Source: an optimization exercise on an open RTL-to-GDS flow (aim: small area, a short achievable clock period and few clock cycles per item). Production flows keep margins and buffers that such runs may drop. For this run, only the layout was checked, not whether the RTL still works.

<file path="design/flow/run.sh">
#!/bin/bash
# synth_recipe.tcl (not shown) runs the flow's synth.tcl, then flattens the netlist and writes it again
# the make line also repeats each setting of config.mk as NAME=value (left out here)
make -C /OpenROAD-flow-scripts/flow DESIGN_CONFIG=/design/flow/config.mk WORK_HOME=/design/flow/orfs CLKGATE_MAP_FILE= SYNTH_SCRIPT=/design/flow/synth_recipe.tcl finish
</file>
<file path="design/flow/config.mk">
export PLATFORM = sky130hd
export DESIGN_NAME = cordic_top
export DESIGN_NICKNAME = cordic_top
export VERILOG_FILES = /design/flow/design.v
export SDC_FILE = /design/flow/constraint.sdc
export NUM_CORES = 4
export LEC_CHECK = 0
export CAP_MARGIN = 20
export CORE_MARGIN = 2
export CORE_UTILIZATION = 50
export PLACE_DENSITY = 0.65
export SETUP_SLACK_MARGIN = 3.0
export SLEW_MARGIN = 20
</file>
<file path="design/flow/constraint.sdc">
create_clock -name core_clock -period 6.0 [get_ports {clk}]
set_input_delay 1.2000 -clock core_clock [delete_from_list [all_inputs] [get_ports {clk}]]
set_output_delay 1.2000 -clock core_clock [all_outputs]
set_load 0.01 [all_outputs]
</file>
<file path="design/flow/design.v">
module fifo (
	input  logic clk,
	input  logic rst,
	input  logic put,           
	input  logic take,          
	input  logic [ 16:0 ] din,
	output logic [ 16:0 ] dout,
	output logic full,
	output logic full_c         
);
	always_ff @( posedge clk ) begin
		if ( put )
			dout <= din;
	end
	assign full_c = put | ( full & ~take );
	always_ff @( posedge clk, posedge rst ) begin
		if ( rst )
			full <= 1'b0;
		else
			full <= full_c;
	end
endmodule
module cordic_xy #(
	parameter SH = 0
)
(
	input  logic sgn,
	input  logic nsgn,
	input  logic [ 15:0 ] x_in,
	input  logic [ 15:0 ] y_in,
	output logic [ 15:0 ] x_out,
	output logic [ 15:0 ] y_out
);
	logic signed [ 15:0 ] xi, yi, xt, yt;
	assign xi = x_in;
	assign yi = y_in;
	assign xt = xi >>> SH;
	assign yt = yi >>> SH;
	cordic_add #( .W( 16 ) ) u_x ( .a( x_in ), .b( yt ^ { 16{ nsgn } } ), .cin( nsgn ), .s( x_out ) );
	cordic_add #( .W( 16 ) ) u_y ( .a( y_in ), .b( xt ^ { 16{ sgn } } ), .cin( sgn ), .s( y_out ) );
endmodule
module cordic_add #(
	parameter W = 16
)
(
	input  logic [ W-1:0 ] a,
	input  logic [ W-1:0 ] b,
	input  logic cin,
	output logic [ W-1:0 ] s
);
	localparam L = $clog2( W );
	logic [ W-1:0 ] g0, p0;
	logic [ W-1:0 ] g [ 0:L ];
	logic [ W-1:0 ] p [ 0:L ];
	assign p0 = a ^ b;
	assign g0 = a & b;
	assign g[ 0 ] = { g0[ W-1:1 ], g0[ 0 ] | ( p0[ 0 ] & cin ) };
	assign p[ 0 ] = p0;
	genvar l, i;
	for ( l = 0; l < L; l = l + 1 ) begin : g_lvl
		for ( i = 0; i < W; i = i + 1 ) begin : g_bit
			if ( i & ( 1 << l ) ) begin : g_op
				localparam int J = ( ( i >> l ) << l ) - 1;
				assign g[ l + 1 ][ i ] = g[ l ][ i ] | ( p[ l ][ i ] & g[ l ][ J ] );
				assign p[ l + 1 ][ i ] = p[ l ][ i ] & p[ l ][ J ];
			end
			else begin : g_pass
				assign g[ l + 1 ][ i ] = g[ l ][ i ];
				assign p[ l + 1 ][ i ] = p[ l ][ i ];
			end
		end
	end
	if ( W > 1 ) begin : g_sum
		assign s = p0 ^ { g[ L ][ W-2:0 ], cin };
	end
	else begin : g_sum1
		assign s = p0 ^ cin;
	end
endmodule
module cordic_xy2 (
	input  logic sgn,             
	input  logic nsgn,            
	input  logic [ 15:0 ] x_in,   
	input  logic [ 15:0 ] y_in,   
	output logic [ 15:0 ] x_out,  
	output logic [ 15:0 ] y_out   
);
	logic signed [ 2:0 ] xs, ys;       
	logic signed [ 3:0 ] dx, dy;       
	logic sx15, sy15;                  
	logic signed [ 3:0 ] kx, ky;
	assign xs = { x_in[ 15 ], x_in[ 15:14 ] };
	assign ys = { y_in[ 15 ], y_in[ 15:14 ] };
	assign dx = nsgn ? -{ ys[ 2 ], ys } : { ys[ 2 ], ys };   
	assign dy = sgn ? -{ xs[ 2 ], xs } : { xs[ 2 ], xs };    
	cordic_sign_near u_sx ( .v( x_in ), .d( dx ), .neg( sx15 ) );
	cordic_sign_near u_sy ( .v( y_in ), .d( dy ), .neg( sy15 ) );
	assign kx = dx + ( nsgn ? { 3'd0, sy15 } : -{ 3'd0, sy15 } );
	assign ky = dy + ( sgn ? { 3'd0, sx15 } : -{ 3'd0, sx15 } );
	cordic_add_small u_ax ( .a( x_in ), .k( kx ), .s( x_out ) );
	cordic_add_small u_ay ( .a( y_in ), .k( ky ), .s( y_out ) );
endmodule
module cordic_sign_near (
	input  logic [ 15:0 ] v,
	input  logic signed [ 3:0 ] d,
	output logic neg
);
	logic near;
	logic signed [ 4:0 ] s;
	assign near = ( &v[ 15:2 ] ) | ~( |v[ 15:2 ] );
	assign s = { v[ 15 ], v[ 15 ], v[ 2:0 ] } + { d[ 3 ], d };
	assign neg = near ? s[ 4 ] : v[ 15 ];
endmodule
module cordic_add_small (
	input  logic [ 15:0 ] a,
	input  logic signed [ 3:0 ] k,
	output logic [ 15:0 ] s
);
	logic [ 3:0 ] lo;
	logic [ 12:0 ] hi_inc, hi_dec;
	assign lo = { 1'b0, a[ 2:0 ] } + { 1'b0, k[ 2:0 ] };
	cordic_add #( .W( 13 ) ) u_inc ( .a( a[ 15:3 ] ), .b( 13'd0 ), .cin( 1'b1 ), .s( hi_inc ) );
	cordic_add #( .W( 13 ) ) u_dec ( .a( a[ 15:3 ] ), .b( 13'h1fff ), .cin( 1'b0 ), .s( hi_dec ) );
	assign s[ 2:0 ] = lo[ 2:0 ];
	assign s[ 15:3 ] = ( lo[ 3 ] == k[ 3 ] ) ? a[ 15:3 ] : ( lo[ 3 ] ? hi_inc : hi_dec );
endmodule
module cordic (
	input  logic clk,
	input  logic adv,
	input  logic in_f,
	input  logic [ 15:0 ] in_z,
	output logic [ 31:0 ] res
);
	logic [0:0] p1_f;
	logic [15:0] p1_z;
	logic c1_s0;
	logic [14:0] c1_z1;
	logic [0:0] p2_f;
	logic [0:0] p2_s0;
	logic [14:0] p2_z;
	logic c2_s1;
	logic [13:0] c2_z2;
	logic [0:0] p3_f;
	logic [0:0] p3_s0;
	logic [0:0] p3_s1;
	logic [13:0] p3_z;
	logic c3_s2;
	logic [12:0] c3_z3;
	logic [0:0] p4_f;
	logic [0:0] p4_s0;
	logic [0:0] p4_s1;
	logic [0:0] p4_s2;
	logic [12:0] p4_z;
	logic c4_s3;
	logic [11:0] c4_z4;
	logic [0:0] p5_f;
	logic [0:0] p5_s0;
	logic [0:0] p5_s1;
	logic [0:0] p5_s2;
	logic [0:0] p5_s3;
	logic [11:0] p5_z;
	logic c5_s4;
	logic [10:0] c5_z5;
	logic [0:0] p6_f;
	logic [0:0] p6_s0;
	logic [0:0] p6_s1;
	logic [0:0] p6_s2;
	logic [0:0] p6_s3;
	logic [0:0] p6_s4;
	logic [10:0] p6_z;
	logic c6_s5;
	logic [9:0] c6_z6;
	logic [0:0] p7_f;
	logic [0:0] p7_s0;
	logic [0:0] p7_s1;
	logic [0:0] p7_s2;
	logic [0:0] p7_s3;
	logic [0:0] p7_s4;
	logic [0:0] p7_s5;
	logic [9:0] p7_z;
	logic [6:0] c7_rom_a;
	logic [31:0] c7_rom_d;
	logic [9:0] p8_z;
	logic [15:0] p8_x;
	logic [15:0] p8_y;
	logic [0:0] p8_n;
	logic c8_s6;
	logic [8:0] c8_z7;
	logic [15:0] c8_x7, c8_y7;
	logic [8:0] p9_z;
	logic [15:0] p9_x;
	logic [15:0] p9_y;
	logic [0:0] p9_n;
	logic c9_s7;
	logic [8:0] c9_z8;
	logic [15:0] c9_x8, c9_y8;
	logic [8:0] p10_z;
	logic [15:0] p10_x;
	logic [15:0] p10_y;
	logic [0:0] p10_n;
	logic c10_s8;
	logic [7:0] c10_z9;
	logic [15:0] c10_x9, c10_y9;
	logic [7:0] p11_z;
	logic [15:0] p11_x;
	logic [15:0] p11_y;
	logic [0:0] p11_n;
	logic c11_s9;
	logic [6:0] c11_z10;
	logic [15:0] c11_x10, c11_y10;
	logic [6:0] p12_z;
	logic [15:0] p12_x;
	logic [15:0] p12_y;
	logic [0:0] p12_n;
	logic c12_s10;
	logic [5:0] c12_z11;
	logic [15:0] c12_x11, c12_y11;
	logic [5:0] p13_z;
	logic [15:0] p13_x;
	logic [15:0] p13_y;
	logic [0:0] p13_n;
	logic c13_s11;
	logic [4:0] c13_z12;
	logic [15:0] c13_x12, c13_y12;
	logic [4:0] p14_z;
	logic [15:0] p14_x;
	logic [15:0] p14_y;
	logic [0:0] p14_n;
	logic c14_s12;
	logic [4:0] c14_z13;
	logic [15:0] c14_x13, c14_y13;
	logic [4:0] p15_z;
	logic [15:0] p15_x;
	logic [15:0] p15_y;
	logic [0:0] p15_n;
	logic c15_s13;
	logic [4:0] c15_z14;
	logic c15_s14;
	logic [15:0] c15_x14, c15_y14;
	logic [0:0] p16_s14;
	logic [15:0] p16_x;
	logic [15:0] p16_y;
	logic [0:0] p16_n;
	logic [15:0] c16_x16, c16_y16;
	always_ff @( posedge clk ) if ( adv ) begin p1_f <= in_f; p1_z <= in_z; end
	assign c1_s0 = p1_z[15];
	cordic_add #( .W( 15 ) ) u_c1_z1 ( .a( p1_z[14:0] ), .b( 15'd12867 ^ { 15{ ~c1_s0 } } ), .cin( ~c1_s0 ), .s( c1_z1 ) );
	always_ff @( posedge clk ) if ( adv ) begin p2_f <= p1_f; p2_s0 <= c1_s0; p2_z <= c1_z1[14:0]; end
	assign c2_s1 = p2_z[14];
	cordic_add #( .W( 14 ) ) u_c2_z2 ( .a( p2_z[13:0] ), .b( 14'd7596 ^ { 14{ ~c2_s1 } } ), .cin( ~c2_s1 ), .s( c2_z2 ) );
	always_ff @( posedge clk ) if ( adv ) begin p3_f <= p2_f; p3_s0 <= p2_s0; p3_s1 <= c2_s1; p3_z <= c2_z2[13:0]; end
	assign c3_s2 = p3_z[13];
	cordic_add #( .W( 13 ) ) u_c3_z3 ( .a( p3_z[12:0] ), .b( 13'd4013 ^ { 13{ ~c3_s2 } } ), .cin( ~c3_s2 ), .s( c3_z3 ) );
	always_ff @( posedge clk ) if ( adv ) begin p4_f <= p3_f; p4_s0 <= p3_s0; p4_s1 <= p3_s1; p4_s2 <= c3_s2; p4_z <= c3_z3[12:0]; end
	assign c4_s3 = p4_z[12];
	cordic_add #( .W( 12 ) ) u_c4_z4 ( .a( p4_z[11:0] ), .b( 12'd2037 ^ { 12{ ~c4_s3 } } ), .cin( ~c4_s3 ), .s( c4_z4 ) );
	always_ff @( posedge clk ) if ( adv ) begin p5_f <= p4_f; p5_s0 <= p4_s0; p5_s1 <= p4_s1; p5_s2 <= p4_s2; p5_s3 <= c4_s3; p5_z <= c4_z4[11:0]; end
	assign c5_s4 = p5_z[11];
	cordic_add #( .W( 11 ) ) u_c5_z5 ( .a( p5_z[10:0] ), .b( 11'd1022 ^ { 11{ ~c5_s4 } } ), .cin( ~c5_s4 ), .s( c5_z5 ) );
	always_ff @( posedge clk ) if ( adv ) begin p6_f <= p5_f; p6_s0 <= p5_s0; p6_s1 <= p5_s1; p6_s2 <= p5_s2; p6_s3 <= p5_s3; p6_s4 <= c5_s4; p6_z <= c5_z5[10:0]; end
	assign c6_s5 = p6_z[10];
	cordic_add #( .W( 10 ) ) u_c6_z6 ( .a( p6_z[9:0] ), .b( 10'd511 ^ { 10{ ~c6_s5 } } ), .cin( ~c6_s5 ), .s( c6_z6 ) );
	always_ff @( posedge clk ) if ( adv ) begin p7_f <= p6_f; p7_s0 <= p6_s0; p7_s1 <= p6_s1; p7_s2 <= p6_s2; p7_s3 <= p6_s3; p7_s4 <= p6_s4; p7_s5 <= c6_s5; p7_z <= c6_z6[9:0]; end
	assign c7_rom_a = { p7_s5, p7_s4, p7_s3, p7_s2, p7_s1, p7_s0, p7_f };
	localparam logic [ 4095:0 ] C7_ROM_TAB = {
		32'h09013f5c, 32'hf6fcc0a9, 32'hc0a40904, 32'h3f57f701,
		32'hd2b82d38, 32'h2d45d2c9, 32'hd2c8d2bb, 32'h2d372d48,
		32'hea223c25, 32'h15dcc3de, 32'hc3dbea25, 32'h3c2215dd,
		32'hc2c61297, 32'h3d39ed6a, 32'hed69c2c6, 32'h12963d3a,
		32'hf9213fa0, 32'h06dcc063, 32'hc061f924, 32'h3f9d06df,
		32'hc8fc20ae, 32'h3703df52, 32'hdf51c8fd, 32'h20ad3704,
		32'hdbff34e7, 32'h23fecb1a, 32'hcb19dc02, 32'h34e623ff,
		32'hc01502f3, 32'h3fecfd0e, 32'hfd0dc014, 32'h02f43feb,
		32'h010c3ffc, 32'hfef3c007, 32'hc004010d, 32'h3ff9fef6,
		32'hcd72273a, 32'h328dd8c5, 32'hd8c6cd73, 32'h2739328e,
		32'he2d038f3, 32'h1d2ec70e, 32'hc70de2d1, 32'h38f21d2f,
		32'hc0ef0ad2, 32'h3f12f52d, 32'hf52ec0ef, 32'h0ad33f11,
		32'hf1443e45, 32'h0ebbc1bc, 32'hc1baf145, 32'h3e440ebc,
		32'hc5581994, 32'h3aa9e66c, 32'he66dc557, 32'h19933aa8,
		32'hd5b33003, 32'h2a4ccffc, 32'hcffdd5b4, 32'h30042a4d,
		32'hc037faf6, 32'h3fcc0509, 32'h050ac034, 32'hfaf93fc9,
		32'h05093fcc, 32'hfaf6c037, 32'hc034050a, 32'h3fc9faf9,
		32'hcffc2a4c, 32'h3003d5b3, 32'hd5b4cffd, 32'h2a4d3004,
		32'he66c3aa9, 32'h1994c558, 32'hc557e66d, 32'h3aa81993,
		32'hc1bc0ebb, 32'h3e45f144, 32'hf145c1ba, 32'h0ebc3e44,
		32'hf52d3f12, 32'h0ad2c0ef, 32'hc0eff52e, 32'h3f110ad3,
		32'hc70e1d2e, 32'h38f3e2d0, 32'he2d1c70d, 32'h1d2f38f2,
		32'hd8c5328d, 32'h273acd72, 32'hcd73d8c6, 32'h328e2739,
		32'hc007fef3, 32'h3ffc010c, 32'h010dc004, 32'hfef63ff9,
		32'hfd0e3fec, 32'h02f3c015, 32'hc014fd0d, 32'h3feb02f4,
		32'hcb1a23fe, 32'h34e7dbff, 32'hdc02cb19, 32'h23ff34e6,
		32'hdf523703, 32'h20aec8fc, 32'hc8fddf51, 32'h370420ad,
		32'hc06306dc, 32'h3fa0f921, 32'hf924c061, 32'h06df3f9d,
		32'hed6a3d39, 32'h1297c2c6, 32'hc2c6ed69, 32'h3d3a1296,
		32'hc3de15dc, 32'h3c25ea22, 32'hea25c3db, 32'h15dd3c22,
		32'hd2c92d45, 32'h2d38d2b8, 32'hd2bbd2c8, 32'h2d482d37,
		32'hc0a9f6fc, 32'h3f5c0901, 32'h0904c0a4, 32'hf7013f57
	};
	assign c7_rom_d = C7_ROM_TAB[ c7_rom_a * 32 +: 32 ];
	always_ff @( posedge clk ) if ( adv ) begin p8_z <= p7_z; p8_x <= c7_rom_d[31:16]; p8_y <= c7_rom_d[15:0]; p8_n <= ~p7_z[9]; end
	assign c8_s6 = p8_z[9];
	cordic_add #( .W( 9 ) ) u_c8_z7 ( .a( p8_z[8:0] ), .b( 9'd255 ^ { 9{ ~c8_s6 } } ), .cin( ~c8_s6 ), .s( c8_z7 ) );
	cordic_xy #( .SH( 6 ) ) u_c8_xy6 ( .sgn( c8_s6 ), .nsgn( p8_n ), .x_in( p8_x ), .y_in( p8_y ), .x_out( c8_x7 ), .y_out( c8_y7 ) );
	always_ff @( posedge clk ) if ( adv ) begin p9_z <= c8_z7[8:0]; p9_x <= c8_x7; p9_y <= c8_y7; p9_n <= ~c8_z7[8]; end
	assign c9_s7 = p9_z[8];
	cordic_add #( .W( 9 ) ) u_c9_z8 ( .a( p9_z[8:0] ), .b( 9'd127 ^ { 9{ ~c9_s7 } } ), .cin( ~c9_s7 ), .s( c9_z8 ) );
	cordic_xy #( .SH( 7 ) ) u_c9_xy7 ( .sgn( c9_s7 ), .nsgn( p9_n ), .x_in( p9_x ), .y_in( p9_y ), .x_out( c9_x8 ), .y_out( c9_y8 ) );
	always_ff @( posedge clk ) if ( adv ) begin p10_z <= c9_z8[8:0]; p10_x <= c9_x8; p10_y <= c9_y8; p10_n <= ~c9_z8[8]; end
	assign c10_s8 = p10_z[8];
	cordic_add #( .W( 8 ) ) u_c10_z9 ( .a( p10_z[7:0] ), .b( 8'd63 ^ { 8{ ~c10_s8 } } ), .cin( ~c10_s8 ), .s( c10_z9 ) );
	cordic_xy #( .SH( 8 ) ) u_c10_xy8 ( .sgn( c10_s8 ), .nsgn( p10_n ), .x_in( p10_x ), .y_in( p10_y ), .x_out( c10_x9 ), .y_out( c10_y9 ) );
	always_ff @( posedge clk ) if ( adv ) begin p11_z <= c10_z9[7:0]; p11_x <= c10_x9; p11_y <= c10_y9; p11_n <= ~c10_z9[7]; end
	assign c11_s9 = p11_z[7];
	cordic_add #( .W( 7 ) ) u_c11_z10 ( .a( p11_z[6:0] ), .b( 7'd31 ^ { 7{ ~c11_s9 } } ), .cin( ~c11_s9 ), .s( c11_z10 ) );
	cordic_xy #( .SH( 9 ) ) u_c11_xy9 ( .sgn( c11_s9 ), .nsgn( p11_n ), .x_in( p11_x ), .y_in( p11_y ), .x_out( c11_x10 ), .y_out( c11_y10 ) );
	always_ff @( posedge clk ) if ( adv ) begin p12_z <= c11_z10[6:0]; p12_x <= c11_x10; p12_y <= c11_y10; p12_n <= ~c11_z10[6]; end
	assign c12_s10 = p12_z[6];
	cordic_add #( .W( 6 ) ) u_c12_z11 ( .a( p12_z[5:0] ), .b( 6'd15 ^ { 6{ ~c12_s10 } } ), .cin( ~c12_s10 ), .s( c12_z11 ) );
	cordic_xy #( .SH( 10 ) ) u_c12_xy10 ( .sgn( c12_s10 ), .nsgn( p12_n ), .x_in( p12_x ), .y_in( p12_y ), .x_out( c12_x11 ), .y_out( c12_y11 ) );
	always_ff @( posedge clk ) if ( adv ) begin p13_z <= c12_z11[5:0]; p13_x <= c12_x11; p13_y <= c12_y11; p13_n <= ~c12_z11[5]; end
	assign c13_s11 = p13_z[5];
	cordic_add #( .W( 5 ) ) u_c13_z12 ( .a( p13_z[4:0] ), .b( 5'd7 ^ { 5{ ~c13_s11 } } ), .cin( ~c13_s11 ), .s( c13_z12 ) );
	cordic_xy #( .SH( 11 ) ) u_c13_xy11 ( .sgn( c13_s11 ), .nsgn( p13_n ), .x_in( p13_x ), .y_in( p13_y ), .x_out( c13_x12 ), .y_out( c13_y12 ) );
	always_ff @( posedge clk ) if ( adv ) begin p14_z <= c13_z12[4:0]; p14_x <= c13_x12; p14_y <= c13_y12; p14_n <= ~c13_z12[4]; end
	assign c14_s12 = p14_z[4];
	cordic_add #( .W( 5 ) ) u_c14_z13 ( .a( p14_z[4:0] ), .b( 5'd3 ^ { 5{ ~c14_s12 } } ), .cin( ~c14_s12 ), .s( c14_z13 ) );
	cordic_xy #( .SH( 12 ) ) u_c14_xy12 ( .sgn( c14_s12 ), .nsgn( p14_n ), .x_in( p14_x ), .y_in( p14_y ), .x_out( c14_x13 ), .y_out( c14_y13 ) );
	always_ff @( posedge clk ) if ( adv ) begin p15_z <= c14_z13[4:0]; p15_x <= c14_x13; p15_y <= c14_y13; p15_n <= ~c14_z13[4]; end
	assign c15_s13 = p15_z[4];
	cordic_add #( .W( 5 ) ) u_c15_z14 ( .a( p15_z[4:0] ), .b( 5'd1 ^ { 5{ ~c15_s13 } } ), .cin( ~c15_s13 ), .s( c15_z14 ) );
	assign c15_s14 = c15_z14[4];
	cordic_xy #( .SH( 13 ) ) u_c15_xy13 ( .sgn( c15_s13 ), .nsgn( p15_n ), .x_in( p15_x ), .y_in( p15_y ), .x_out( c15_x14 ), .y_out( c15_y14 ) );
	always_ff @( posedge clk ) if ( adv ) begin p16_s14 <= c15_s14; p16_x <= c15_x14; p16_y <= c15_y14; p16_n <= ~c15_s14; end
	cordic_xy2 u_c16_xy14 ( .sgn( p16_s14 ), .nsgn( p16_n ), .x_in( p16_x ), .y_in( p16_y ), .x_out( c16_x16 ), .y_out( c16_y16 ) );
	assign res = { c16_x16, c16_y16 };
endmodule
module cordic_top (
	input logic clk,
	input logic rst,
	input logic signed [ 31:0 ] in_din,
	input logic in_we,
	input logic out_re,
	output logic in_full,
	output logic signed [ 1:0 ] [ 15:0 ] out_dout,
	output logic out_empty
);
	localparam logic signed [ 31:0 ]
		PI       = 32'sd51472,
		TWO_PI   = 32'sd102944,
		HALF_PI  = 32'sd25736,
		THREE_HALF_PI = 32'sd77208;
	localparam logic [ 15:0 ] PI_LO = 16'd51472, TWO_PI_LO = 16'd37408;  
	localparam logic [ 31:0 ] RES_ZERO = { 16'sd16383, 16'sd2 };
	logic accept, adv, stuck;
	logic signed [ 31:0 ] r, src;
	logic [ 16:0 ] e_dout;
	logic e_full, e_full_c;
	logic busy, busy_c, far_in, far_q, big_q, cy, step_lo_en;
	logic [ 1:0 ] ph;
	logic [ 20:0 ] lo_sum;
	logic [ 19:0 ] k_lo;
	localparam logic [ 19:0 ]
		K2  = 20'd102944,      
		K8  = 20'd411776,      
		K2N = 20'd945632,      
		K8N = 20'd636800;      
	assign far_in = ( in_din > TWO_PI ) || ( in_din < -TWO_PI );
	assign k_lo = r[ 31 ] ? ( big_q ? K8 : K2 ) : ( big_q ? K8N : K2N );
	cordic_add #( .W( 21 ) ) u_step ( .a( { 1'b0, r[ 19:0 ] } ), .b( { 1'b0, k_lo } ), .cin( 1'b0 ), .s( lo_sum ) );
	assign step_lo_en = busy & ( ph == 2'd0 ) & far_q;
	always_ff @( posedge clk ) begin
		if ( accept )
			r[ 19:0 ] <= in_din[ 19:0 ];
		else if ( step_lo_en )
			r[ 19:0 ] <= lo_sum[ 19:0 ];
	end
	always_ff @( posedge clk ) begin
		if ( accept )
			r[ 31:20 ] <= in_din[ 31:20 ];
		else if ( busy && ph == 2'd1 )
			r[ 31:20 ] <= r[ 31 ] ? r[ 31:20 ] + { 11'd0, cy } : r[ 31:20 ] - { 11'd0, ~cy };
	end
	always_ff @( posedge clk ) begin
		cy <= lo_sum[ 20 ];
		if ( accept ) begin
			far_q <= far_in;
			big_q <= ( in_din >= 32'sd1048576 ) || ( in_din < -32'sd1048576 );
		end
		else if ( ph == 2'd2 ) begin
			far_q <= ( r > TWO_PI ) || ( r < -TWO_PI );
			big_q <= ( r >= 32'sd1048576 ) || ( r < -32'sd1048576 );
		end
	end
	always_ff @( posedge clk, posedge rst ) begin
		if ( rst )
			ph <= 2'd0;
		else if ( accept )
			ph <= 2'd0;
		else if ( step_lo_en || ph != 2'd0 )
			ph <= ( ph == 2'd2 ) ? 2'd0 : ph + 2'd1;
	end
	assign busy_c = accept ? far_in : ( busy & ( ph != 2'd0 || far_q ) );
	logic signed [ 17:0 ] rs;
	logic sub2, sub1, add2, add1;
	logic [ 15:0 ] z_k, z_red;
	logic f_red;
	assign src = accept ? in_din : r;
	assign rs = src[ 17:0 ];
	always_ff @( posedge clk ) begin
		sub2 <= rs >= THREE_HALF_PI;
		sub1 <= ( rs > HALF_PI ) && ( rs < THREE_HALF_PI );
		add2 <= rs <= -THREE_HALF_PI;
		add1 <= ( rs < -HALF_PI ) && ( rs > -THREE_HALF_PI );
	end
	assign z_k = ( { 16{ sub2 } } & ( -TWO_PI_LO ) ) | ( { 16{ sub1 } } & ( -PI_LO ) ) |
		( { 16{ add2 } } & TWO_PI_LO ) | ( { 16{ add1 } } & PI_LO );
	cordic_add #( .W( 16 ) ) u_red ( .a( e_full ? e_dout[ 15:0 ] : r[ 15:0 ] ), .b( e_full ? 16'd0 : z_k ),
		.cin( 1'b0 ), .s( z_red ) );
	assign f_red = e_full ? e_dout[ 16 ] : ( sub1 | add1 );
	logic p_f;
	logic [ 15:0 ] p_z;
	logic [ 31:0 ] res;
	assign adv = ( accept | e_full ) & ~stuck;
	fifo
	hold_inst (
		.clk( clk ),
		.rst( rst ),
		.put( accept & stuck ),
		.take( adv ),
		.din( { f_red, z_red } ),
		.dout( e_dout ),
		.full( e_full ),
		.full_c( e_full_c )
	);
	assign { p_f, p_z } = { f_red, z_red };
	cordic
	cordic_inst (
		.clk( clk ),
		.adv( adv ),
		.in_f( p_f ),
		.in_z( p_z ),
		.res( res )
	);
	logic [ 4:0 ] cnt;       
	logic word_zero, word_res0;
	always_ff @( posedge clk, posedge rst ) begin
		if ( rst )
			cnt <= 5'd0;
		else if ( adv && cnt != 5'd17 )
			cnt <= cnt + 5'd1;
	end
	assign word_zero = cnt < 5'd16;
	assign word_res0 = cnt == 5'd16;
	always_ff @( posedge clk ) begin
		if ( adv ) begin
			if ( word_zero )
				out_dout <= 32'h0;
			else if ( word_res0 )
				out_dout <= RES_ZERO;
			else
				out_dout <= res;
		end
	end
	logic out_valid, in_open;
	assign stuck = out_valid & ~out_re;
	assign accept = in_we & in_open;
	always_ff @( posedge clk, posedge rst ) begin
		if ( rst ) begin
			out_empty <= 1'b1;
			out_valid <= 1'b0;
			busy <= 1'b0;
			in_full <= 1'b0;
			in_open <= 1'b1;
		end
		else begin
			if ( adv ) begin
				out_empty <= 1'b0;
				out_valid <= 1'b1;
			end
			else if ( out_re ) begin
				out_empty <= 1'b1;
				out_valid <= 1'b0;
			end
			busy <= busy_c;
			in_full <= busy_c | busy | e_full_c;
			in_open <= ~( busy_c | busy | e_full_c );
		end
	end
endmodule
</file>
==> impl_metrics.ini <==
[grt]
grt_max_degree = 68
grt_pass1_wl_um = 144000
antenna_found_initial = 0
grt_pass1_vias = 27200
gr-total-overflow = 0
grt_use_total = 0.218

[floorplan]
rows = 103
die_w_um = 286
pin_count = 70
die_area_um2 = 81900
dieHeight_um = 286
fp.coreArea_um2 = 78900
start_util = 0.505

[timing]
fin_crit_ps = 4180
finalClockSkew_ps = 28.2
max_freq_mhz = 239
final_hold_viol_count = 0
slew_violations = 0
relSlewSlack = 0.358
post-route-period-util = 0.696
worst_pin_slew_ps = 962
tns_ps = 0
rsz0062_at_grt = yes
setup_viol = 0

[clock_tree]
clk_latency_ps = 620
clockBufferDepth = 3
cts_inserted_buffers = 69
cts_hold_buf = 0
tritoncts = yes
clkSlewWorstSetupHoldPaths_ps = 50
h-tree-depth = 3
cts_root_buf = clkbuf_16
cts.sink_count = 575

[placement]
placed_cells = 4695
place.gp.congestion = 0.995
place_area_um2 = 42000
io_buffers = 69
dp_hpwl_um = 64400

[flow_run]
maxCapViolations = 0

[yosys]
synth_edf_count = 557
syn-instance-count = 3667
syn_area_per_cell_um2 = 10.9
synth_seq_area_share = 0.431
synthArstFlopShare = 0.0226
syn_area_um2 = 39800
yosysWarnings = 42
syn_nets = 4213
synthDistinctLibCells = 83
synth-seq-cells = 575
synth_ff_type = edfxtp_1

[setup_path]
slowest_stage = fa_2
crit_buf_inv = 2
path_class = reg -> reg
cp.arrival_ps = 4520
path_cells = or4_4, or3_4, nor3_4, a31oi_4, nor2_2, a21oi_2, ha_2, fa_2, ha_4, a21o_1, a21oi_4, buf_6, nor2_4, buf_12, or2_4, o221ai_2, a21boi_1
crit_required_ps = 6350
path_max_fanout = 4
worst_setup_path_end_kind = flop
slowest_delay_ps = 580
start_kind = flop
cpLargestDelayFamily = simple AND/OR/NAND/NOR gates

[detailed_routing]
first_pass_iters = 6
remaining_drc_errors = 0
ant_nets = 0
dr_total_vias = 28100
drt_iter0_markers = 2340
wire_per_inst_um = 18.3
routed_wl_um = 90300
viasPerCell = 5.71

[finish]
instances_no_fill = 4930
syn_to_final_growth_pct = 15.1
antenna_cells = 0
top_regs = out_dout: 32 flops, r: 32 flops, hold_inst.dout: 17 flops
final_layout_size_suffix_gt1_frac = 0.116
nets = 4378
stdcell_area_um2 = 45800

[status]
status = timing/DRC/antenna clean

[hold_path]
hold_class = reg -> reg
-- worst reg2reg max path, stage by stage, from the launching register on --
cell and delay [ps]:
edfxtp_1 390, or4_4 550, or3_4 360, nor3_4 160, a31oi_4 60, nor2_2 130, a21oi_2 50, ha_2 210
fa_2 580, ha_4 210, a21o_1 180, a21oi_4 200, buf_6 130, nor2_4 40, buf_12 130, or2_4 280
o221ai_2 140, a21boi_1 80
-- logic make-up (layout without fill, tap and decap cells) --
kind of cell | after synthesis | count (layout) | share of synthesized area
AO/OA/AOI/OAI | 884 | 884 | 0.144
adder cells (fa/ha/maj) | 510 | 510 | 0.182
XOR/XNOR | 399 | 399 | 0.0878
AND/OR/NAND/NOR | 805 | 806 | 0.0976
multiplexers | 50 | 50 | 0.0151
flip-flops | 575 | 575 | 0.431
buffers and inverters | 444 | 656 | 0.0431
-- area by class of cell --
| cell class | count | area, µm² |
|---|---|---|
| Sequential cell | 575 | 17200 |
| Multi-Input combinational cell | 2649 | 22000 |
| Fill cell | 6633 | 33000 |
| Clock inverter | 25 | 249 |
| Timing Repair Buffer | 220 | 2060 |
| Inverter | 317 | 1210 |
| Tap cell | 1050 | 1310 |
| Clock buffer | 94 | 1880 |
-- metal layers --
metal | global-route usage | routed length, µm | share of wire | vias to the layer above
li1 | - | - | - | 13700
met1 | 0.303 | 40500 | 0.45 | 13500
met2 | 0.349 | 41700 | 0.46 | 803
met3 | 0.0308 | 4910 | 0.054 | 195
met4 | 0.0802 | 3090 | 0.034 | 0
met5 | 0 | 0 | 0 | -
-- cells in the final DEF (no fill, tap or decap), drive strengths merged, types with 52 or more instances in the layout --
master         instances
nor2b                 59
ha                   395
xor2                 204
clkdlybuf4s50         68
o21ai                199
xnor2                195
a21o                  52
nand2                206
buf                  149
inv                  321
a21oi                236
nor3                  84
fa                   115
nor2                 215
clkbuf                96
o21a                  57
edfxtp               557
-- through the flow --
step           hold slack (ps)   util  setup WS [ps]
5_1_grt                    426  0.581           1660
3_3_place_gp               402  0.533           1220
4_1_cts                    418  0.573           1890
3_5_place_dp               405  0.533           1200
2_1_floorplan              400      -          -3960
6_report                   416  0.581           1820
-- synthesized netlist by cell type, types with 18 or more instances --
cell | instances | area, µm²
nand2_1 | 205 | 769
a21boi_0 | 25 | 188
nand3_1 | 49 | 245
mux2_2 | 19 | 214
xnor2_1 | 195 | 1710
nor3_1 | 84 | 420
clkbuf_1 | 71 | 267
o211ai_1 | 36 | 270
nor4_1 | 21 | 131
a21o_1 | 52 | 390
buf_1 | 26 | 97.6
inv_1 | 316 | 1190
a21oi_1 | 236 | 1180
edfxtp_1 | 557 | 16700
or3_1 | 26 | 163
buf_2 | 24 | 120
mux2i_1 | 25 | 250
a211oi_1 | 47 | 353
ha_1 | 395 | 4940
o31a_1 | 30 | 263
o21a_1 | 57 | 428
a31oi_1 | 37 | 231
o21ai_0 | 194 | 971
nand4_1 | 20 | 125
nor2_1 | 213 | 800
nor2b_1 | 59 | 369
xor2_1 | 204 | 1790
and3_1 | 18 | 113
fa_1 | 115 | 2300
nand2b_1 | 42 | 263
-- repair_timing --
action	in CTS	in global routing
endpoints found under the setup margin	678	170
buffers inserted	89	25
pin swaps	42	35
resized for setup	75	104
gates cloned	2	0
-- worst paths after layout --
kind,end,cells past startpoint,slack [ps],from
worst max-delay path,out_dout[21],17,1820,cordic_inst.p16_y[10]
worst min-delay path,cordic_inst.p2_f,0,420,cordic_inst.p1_f
worst max register to register,out_dout[21],17,1820,cordic_inst.p16_y[10]
worst min register to register,cordic_inst.p2_f,0,420,cordic_inst.p1_f
max in group asynchronous,hold_inst.full,2,4580,rst
min in group asynchronous,cnt[2],2,950,rst

-- port drivers added, routing unchanged --
The results above use ideal ports. As a check the final layout listed here was re-extracted and re-timed, cells and wires unchanged. Step 1 (the two cells are an assumption about what drives the block):
set clk [get_ports {clk}]
set_driving_cell -lib_cell sky130_fd_sc_hd__clkbuf_16 $clk
set_driving_cell -lib_cell sky130_fd_sc_hd__buf_2 [delete_from_list [all_inputs] $clk]
Step 2 also shifts input and output timing later by t, the mid clock arrival at the registers, as if the neighbouring blocks saw the same clock. a / b / c = no drivers / after step 1 / after step 2; a / b = the first two.
t, ns: 0.675
setup slack, ns: 1.824 / 1.824 / 1.824
latest minus earliest clock arrival (ns): 0.034 / 0.034
slew at the worst register clock pin (ns): 0.06 / 0.06
cell pins on the clock port's net: 1
After both steps this run still meets setup and hold. The setup slack of this run moves by 0.000 ns with the drivers and by 0.000 ns with both steps.
